Context: an optimization exercise on an open-source flow, tuned for small area. The choices shown serve that exercise and are no tape-out recipe.
In this exercise RTL edits were held to simulation tests only and were not proved equivalent to the original.
No activity file was given, so power comes from the tool's default toggle rates.

==> inputs of lagoon <==
// sync_dual_port_ram
module sync_dual_port_ram #(
    parameter DATA_WIDTH = 16,
    parameter ADDR_WIDTH = 5,
    parameter MEM_DEPTH  = (1 << ADDR_WIDTH)
)(
    input  wire                     clk,
    input  wire                     reset,
    input  wire                     write_en_a,
    input  wire                     read_en_a,
    input  wire [ADDR_WIDTH-1:0]    addr_a,
    input  wire [DATA_WIDTH-1:0]    data_in_a,
    output reg  [DATA_WIDTH-1:0]    data_out_a,
    input  wire                     write_en_b,
    input  wire                     read_en_b,
    input  wire [ADDR_WIDTH-1:0]    addr_b,
    input  wire [DATA_WIDTH-1:0]    data_in_b,
    output reg  [DATA_WIDTH-1:0]    data_out_b,
    output reg                      conflict_flag
);
==> module dpram_and2, before the edit <==
module dpram_and2 (
    input  wire a, b,
    output wire y
);
    assign y = a && b;
endmodule
==> module sync_dual_port_ram, before the edit <==
module sync_dual_port_ram #(
    parameter DATA_WIDTH = 16,
    parameter ADDR_WIDTH = 5,
    parameter MEM_DEPTH  = (1 << ADDR_WIDTH)
)(
    input  wire                     clk,
    input  wire                     reset,
    input  wire                     write_en_a,
    input  wire                     read_en_a,
    input  wire [ADDR_WIDTH-1:0]    addr_a,
    input  wire [DATA_WIDTH-1:0]    data_in_a,
    output reg  [DATA_WIDTH-1:0]    data_out_a,
    input  wire                     write_en_b,
    input  wire                     read_en_b,
    input  wire [ADDR_WIDTH-1:0]    addr_b,
    input  wire [DATA_WIDTH-1:0]    data_in_b,
    output reg  [DATA_WIDTH-1:0]    data_out_b,
    output reg                      conflict_flag
);
    localparam NT = MEM_DEPTH + 1;    
    reg p;
    always @(posedge clk)
        p <= !p;
    wire conflict = write_en_a && write_en_b && (addr_a == addr_b);
    wire wa = write_en_a && !reset;
    wire wb = write_en_b && !reset && !conflict;
    wire ra = read_en_a && !conflict;
    wire rb = read_en_b && !conflict;
    wire [DATA_WIDTH-1:0] xa = data_in_a ^ {DATA_WIDTH{p}};
    wire [DATA_WIDTH-1:0] xb = data_in_b ^ {DATA_WIDTH{p}};
    localparam NL = 4;
    localparam NH = MEM_DEPTH / NL;
    wire [NL-1:0] wl_a, wl_b, rl_a, rl_b;
    wire [NH-1:0] h_a, h_b;
    genvar i, j;
    generate
        for (i = 0; i < NL; i = i + 1) begin : g_lo
            wire ma = (addr_a[1:0] == i);
            wire mb = (addr_b[1:0] == i);
            assign wl_a[i] = wa && ma;
            assign wl_b[i] = wb && mb;
            assign rl_a[i] = ra && ma;
            assign rl_b[i] = rb && mb;
        end
        for (i = 0; i < NH; i = i + 1) begin : g_hi
            assign h_a[i] = (addr_a[ADDR_WIDTH-1:2] == i);
            assign h_b[i] = (addr_b[ADDR_WIDTH-1:2] == i);
        end
    endgenerate
    wire [NT-1:0] rs_a, rs_b;
    generate
        for (i = 0; i < MEM_DEPTH; i = i + 1) begin : g_word
            reg  [DATA_WIDTH-1:0] q;      
            wire [DATA_WIDTH-1:0] d;
            wire sa, sb;
            dpram_and2 u_sa (.a(wl_a[i % NL]), .b(h_a[i / NL]), .y(sa));
            dpram_and2 u_sb (.a(wl_b[i % NL]), .b(h_b[i / NL]), .y(sb));
            dpram_wrword #(.W(DATA_WIDTH)) u_wr (
                .sel_a(sa), .sel_b(sb), .hold(!(sa || sb)),
                .xa(xa), .xb(xb), .q(q), .d(d)
            );
            always @(posedge clk)
                q <= d;
            dpram_and2 u_rs_a (.a(rl_a[i % NL]), .b(h_a[i / NL]), .y(rs_a[i]));
            dpram_and2 u_rs_b (.a(rl_b[i % NL]), .b(h_b[i / NL]), .y(rs_b[i]));
        end
    endgenerate
    assign rs_a[MEM_DEPTH] = read_en_a && conflict;
    assign rs_b[MEM_DEPTH] = read_en_b && conflict;
    wire [DATA_WIDTH-1:0] ya, yb;
    generate
        for (j = 0; j < DATA_WIDTH; j = j + 1) begin : g_bit
            wire [NT-1:0] dt;
            for (i = 0; i < MEM_DEPTH; i = i + 1) begin : g_t
                assign dt[i] = g_word[i].q[j];
            end
            assign dt[MEM_DEPTH] = xa[j];
            dpram_rdbit #(.N(NT)) u_rd_a (.d(dt), .s(rs_a), .y(ya[j]));
            dpram_rdbit #(.N(NT)) u_rd_b (.d(dt), .s(rs_b), .y(yb[j]));
        end
    endgenerate
    always @(posedge clk or posedge reset) begin
        if (reset) begin
            data_out_a    <= {DATA_WIDTH{1'b0}};
            data_out_b    <= {DATA_WIDTH{1'b0}};
            conflict_flag <= 1'b0;
        end else begin
            data_out_a <= (ya ^ {DATA_WIDTH{p && read_en_a}}) | (data_out_a & {DATA_WIDTH{!read_en_a}});
            data_out_b <= (yb ^ {DATA_WIDTH{p && read_en_b}}) | (data_out_b & {DATA_WIDTH{!read_en_b}});
            if (conflict) conflict_flag <= 1'b1;
        end
    end
endmodule
==> flow/config.mk <==
export PLATFORM = sky130hd
export DESIGN_NAME = sync_dual_port_ram
export DESIGN_NICKNAME = sync_dual_port_ram
export VERILOG_FILES = /design/flow/design.v
export SDC_FILE = /design/flow/constraint.sdc
export NUM_CORES = 4
export LEC_CHECK = 0
export CAP_MARGIN = 20
export CORE_MARGIN = 2
export CORE_UTILIZATION = 50
export GPL_TIMING_DRIVEN = 0
export PLACE_DENSITY = 0.7
export SLEW_MARGIN = 20
export SYNTH_HIERARCHICAL = 1
export SYNTH_MINIMUM_KEEP_SIZE = 0
==> flow/constraint.sdc <==
create_clock -name core_clock -period 5.0 [get_ports {clk}]
set_input_delay 1.0000 -clock core_clock [delete_from_list [all_inputs] [get_ports {clk}]]
set_output_delay 1.0000 -clock core_clock [all_outputs]
set_load 0.01 [all_outputs]
standard.sh (not shown) runs the stock make flow with config.mk's settings and CLKGATE_MAP_FILE= SYNTH_SCRIPT=/design/flow/synth_recipe.tcl, a recipe that flattens the netlist after the stock synthesis.
==> flow/flow/run.sh <==
#!/bin/bash
# Layout flow: the standard ORFS flow, with
# - the standard synthesis run unchanged first;
# - repair buffers limited to small and medium sizes (no buf_6..buf_16,
#   no xor2_4), so long nets are repaired with smaller cells;
# - port buffers of the smallest buffer cell;
# - clock tree without dummy loads, built from clkbuf_4 cells below a
#   clkbuf_8 root.
# Each tool's output goes to ORFS's own logs under orfs/logs; make's output
# to make_*.log here.
set -euo pipefail
PLATFORM_DONT_USE="sky130_fd_sc_hd__probe_p_8 sky130_fd_sc_hd__probec_p_8 sky130_fd_sc_hd__lpflow_bleeder_1 sky130_fd_sc_hd__lpflow_clkbufkapwr_1 sky130_fd_sc_hd__lpflow_clkbufkapwr_16 sky130_fd_sc_hd__lpflow_clkbufkapwr_2 sky130_fd_sc_hd__lpflow_clkbufkapwr_4 sky130_fd_sc_hd__lpflow_clkbufkapwr_8 sky130_fd_sc_hd__lpflow_clkinvkapwr_1 sky130_fd_sc_hd__lpflow_clkinvkapwr_16 sky130_fd_sc_hd__lpflow_clkinvkapwr_2 sky130_fd_sc_hd__lpflow_clkinvkapwr_4 sky130_fd_sc_hd__lpflow_clkinvkapwr_8 sky130_fd_sc_hd__lpflow_decapkapwr_12 sky130_fd_sc_hd__lpflow_decapkapwr_3 sky130_fd_sc_hd__lpflow_decapkapwr_4 sky130_fd_sc_hd__lpflow_decapkapwr_6 sky130_fd_sc_hd__lpflow_decapkapwr_8 sky130_fd_sc_hd__lpflow_inputiso0n_1 sky130_fd_sc_hd__lpflow_inputiso0p_1 sky130_fd_sc_hd__lpflow_inputiso1n_1 sky130_fd_sc_hd__lpflow_inputiso1p_1 sky130_fd_sc_hd__lpflow_inputisolatch_1 sky130_fd_sc_hd__lpflow_isobufsrc_1 sky130_fd_sc_hd__lpflow_isobufsrc_16 sky130_fd_sc_hd__lpflow_isobufsrc_2 sky130_fd_sc_hd__lpflow_isobufsrc_4 sky130_fd_sc_hd__lpflow_isobufsrc_8 sky130_fd_sc_hd__lpflow_isobufsrckapwr_16 sky130_fd_sc_hd__lpflow_lsbuf_lh_hl_isowell_tap_1 sky130_fd_sc_hd__lpflow_lsbuf_lh_hl_isowell_tap_2 sky130_fd_sc_hd__lpflow_lsbuf_lh_hl_isowell_tap_4 sky130_fd_sc_hd__lpflow_lsbuf_lh_isowell_4 sky130_fd_sc_hd__lpflow_lsbuf_lh_isowell_tap_1 sky130_fd_sc_hd__lpflow_lsbuf_lh_isowell_tap_2 sky130_fd_sc_hd__lpflow_lsbuf_lh_isowell_tap_4 "
EXTRA_DONT_USE="sky130_fd_sc_hd__buf_6 sky130_fd_sc_hd__buf_8 sky130_fd_sc_hd__buf_12 sky130_fd_sc_hd__buf_16 sky130_fd_sc_hd__xor2_4 sky130_fd_sc_hd__clkbuf_16"
bash standard.sh synth > make_synth.log 2>&1
bash standard.sh \
  "DONT_USE_CELLS=$PLATFORM_DONT_USE $EXTRA_DONT_USE" \
  "BUFFER_PORTS_ARGS=-buffer_cell sky130_fd_sc_hd__buf_1" \
  "CTS_ARGS=-sink_clustering_enable -repair_clock_nets -dont_use_dummy_load -buf_list sky130_fd_sc_hd__clkbuf_4 -root_buf sky130_fd_sc_hd__clkbuf_8 -sink_clustering_size 10" \
  finish > make_finish.log 2>&1
==> raven: changes against lagoon <==
--- a/flow/design.v
+++ b/flow/design.v
@@ -4,10 +4,4 @@
 );
     assign y = !((a0 && b0) || (a1 && b1) || (a2 && b2));
-endmodule
-module dpram_and2 (
-    input  wire a, b,
-    output wire y
-);
-    assign y = a && b;
 endmodule
 module dpram_wrword #(
@@ -79,36 +73,15 @@
     wire conflict = write_en_a && write_en_b && (addr_a == addr_b);
     wire wa = write_en_a && !reset;
-    wire wb = write_en_b && !reset && !conflict;
-    wire ra = read_en_a && !conflict;
-    wire rb = read_en_b && !conflict;
+    wire wb = write_en_b && !reset;
     wire [DATA_WIDTH-1:0] xa = data_in_a ^ {DATA_WIDTH{p}};
     wire [DATA_WIDTH-1:0] xb = data_in_b ^ {DATA_WIDTH{p}};
-    localparam NL = 4;
-    localparam NH = MEM_DEPTH / NL;
-    wire [NL-1:0] wl_a, wl_b, rl_a, rl_b;
-    wire [NH-1:0] h_a, h_b;
+    wire [NT-1:0] rs_a, rs_b;
     genvar i, j;
-    generate
-        for (i = 0; i < NL; i = i + 1) begin : g_lo
-            wire ma = (addr_a[1:0] == i);
-            wire mb = (addr_b[1:0] == i);
-            assign wl_a[i] = wa && ma;
-            assign wl_b[i] = wb && mb;
-            assign rl_a[i] = ra && ma;
-            assign rl_b[i] = rb && mb;
-        end
-        for (i = 0; i < NH; i = i + 1) begin : g_hi
-            assign h_a[i] = (addr_a[ADDR_WIDTH-1:2] == i);
-            assign h_b[i] = (addr_b[ADDR_WIDTH-1:2] == i);
-        end
-    endgenerate
-    wire [NT-1:0] rs_a, rs_b;
     generate
         for (i = 0; i < MEM_DEPTH; i = i + 1) begin : g_word
             reg  [DATA_WIDTH-1:0] q;      
             wire [DATA_WIDTH-1:0] d;
-            wire sa, sb;
-            dpram_and2 u_sa (.a(wl_a[i % NL]), .b(h_a[i / NL]), .y(sa));
-            dpram_and2 u_sb (.a(wl_b[i % NL]), .b(h_b[i / NL]), .y(sb));
+            wire sa = wa && (addr_a == i);
+            wire sb = wb && (addr_b == i) && !sa;
             dpram_wrword #(.W(DATA_WIDTH)) u_wr (
                 .sel_a(sa), .sel_b(sb), .hold(!(sa || sb)),
@@ -117,6 +90,6 @@
             always @(posedge clk)
                 q <= d;
-            dpram_and2 u_rs_a (.a(rl_a[i % NL]), .b(h_a[i / NL]), .y(rs_a[i]));
-            dpram_and2 u_rs_b (.a(rl_b[i % NL]), .b(h_b[i / NL]), .y(rs_b[i]));
+            assign rs_a[i] = read_en_a && !conflict && (addr_a == i);
+            assign rs_b[i] = read_en_b && !conflict && (addr_b == i);
         end
     endgenerate
@@ -141,6 +114,6 @@
             conflict_flag <= 1'b0;
         end else begin
-            data_out_a <= (ya ^ {DATA_WIDTH{p && read_en_a}}) | (data_out_a & {DATA_WIDTH{!read_en_a}});
-            data_out_b <= (yb ^ {DATA_WIDTH{p && read_en_b}}) | (data_out_b & {DATA_WIDTH{!read_en_b}});
+            if (read_en_a) data_out_a <= ya ^ {DATA_WIDTH{p}};
+            if (read_en_b) data_out_b <= yb ^ {DATA_WIDTH{p}};
             if (conflict) conflict_flag <= 1'b1;
         end
==> flow/run.sh (new file) <==
#!/bin/bash
# synth_recipe.tcl (not shown) runs the flow's synth.tcl, then flattens the netlist and writes it again
# the make line also repeats each setting of config.mk as NAME=value (left out here)
make -C /OpenROAD-flow-scripts/flow DESIGN_CONFIG=/design/flow/config.mk WORK_HOME=/design/flow/orfs CLKGATE_MAP_FILE= SYNTH_SCRIPT=/design/flow/synth_recipe.tcl finish
Settings changed: CORE_UTILIZATION 50 to 30, GPL_TIMING_DRIVEN 0 to unset, PLACE_DENSITY 0.7 to 0.5.
removed: flow/flow/run.sh
removed: flow/standard.sh
==> comparison <==
- In flip-flop and latch count, lagoon and raven do not differ.
- Between lagoon and raven, the lower via count is in lagoon (gap 5.3%, measured against raven).
- Hold slack: lagoon is worse than raven (0.35 ns).
- Between raven and lagoon, the lower wire length is in lagoon (gap about 20%, measured against lagoon).
- Between lagoon and raven, the lower non-clock buffer count is in lagoon (gap 215).
==> figures <==
Result of the run: raven finished clean; lagoon finished clean
Clock period minus worst slack: raven 4.49 ns; lagoon 4.60 ns
Multi-input combinational cell area: raven 12,800 sq um; lagoon 12,000 sq um
Cell area after technology mapping: raven 23,100 sq um; lagoon 22,900 sq um
H-tree level count: raven 2; lagoon 4
Vias in the first global route: raven 24,900; lagoon 23,900
Routed len/inst: raven 38.9 um; lagoon 40.1 um
Max Clock Freq: raven 222 MHz; lagoon 217 MHz
HPWL reported at the end of detailed placement: raven 89,900 um; lagoon 74,800 um
Number of buffers inserted during clock tree synthesis: raven 60; lagoon 145
Placeable Area: raven 76,100 sq um; lagoon 45,300 sq um
Sequential share of power: raven 49.3%; lagoon 57.2%

==> separate check: timing with driven ports <==
How much do the figures lean on ideal ports? The routed layouts below were timed once more, with nothing changed but the port constraints.
Step 1 sets driving cells, clkbuf_16 on the clock port and buf_2 on the other inputs (assumed; they add their load-dependent delay and slew).
Step 2 adds t to the input delays and takes it off the output delays; t is the mean of the earliest and latest rising clock arrival at the registers after step 1. Input paths then give back, and output paths get back, about the clock's delay inside the block.
a / b / c = no drivers / after step 1 / after step 2; a / b = the first two.
run	t (ns)	slack for setup (ns)	latest minus earliest clock arrival (ns)	slew at the worst register clock pin (ns)	worst slew at a driven data input, ns
lagoon	0.836	0.397 / 0.431 / -0.404	0.109 / 0.109	0.07 / 0.07	0.11
raven	0.704	0.505 / 0.544 / -0.159	0.039 / 0.039	0.07 / 0.07	0.08
With both steps, setup timing fails in lagoon and raven, where it was met with ideal ports. The setup slack of lagoon, which loses most, moves by +0.034 ns with the drivers and by -0.801 ns with both steps.
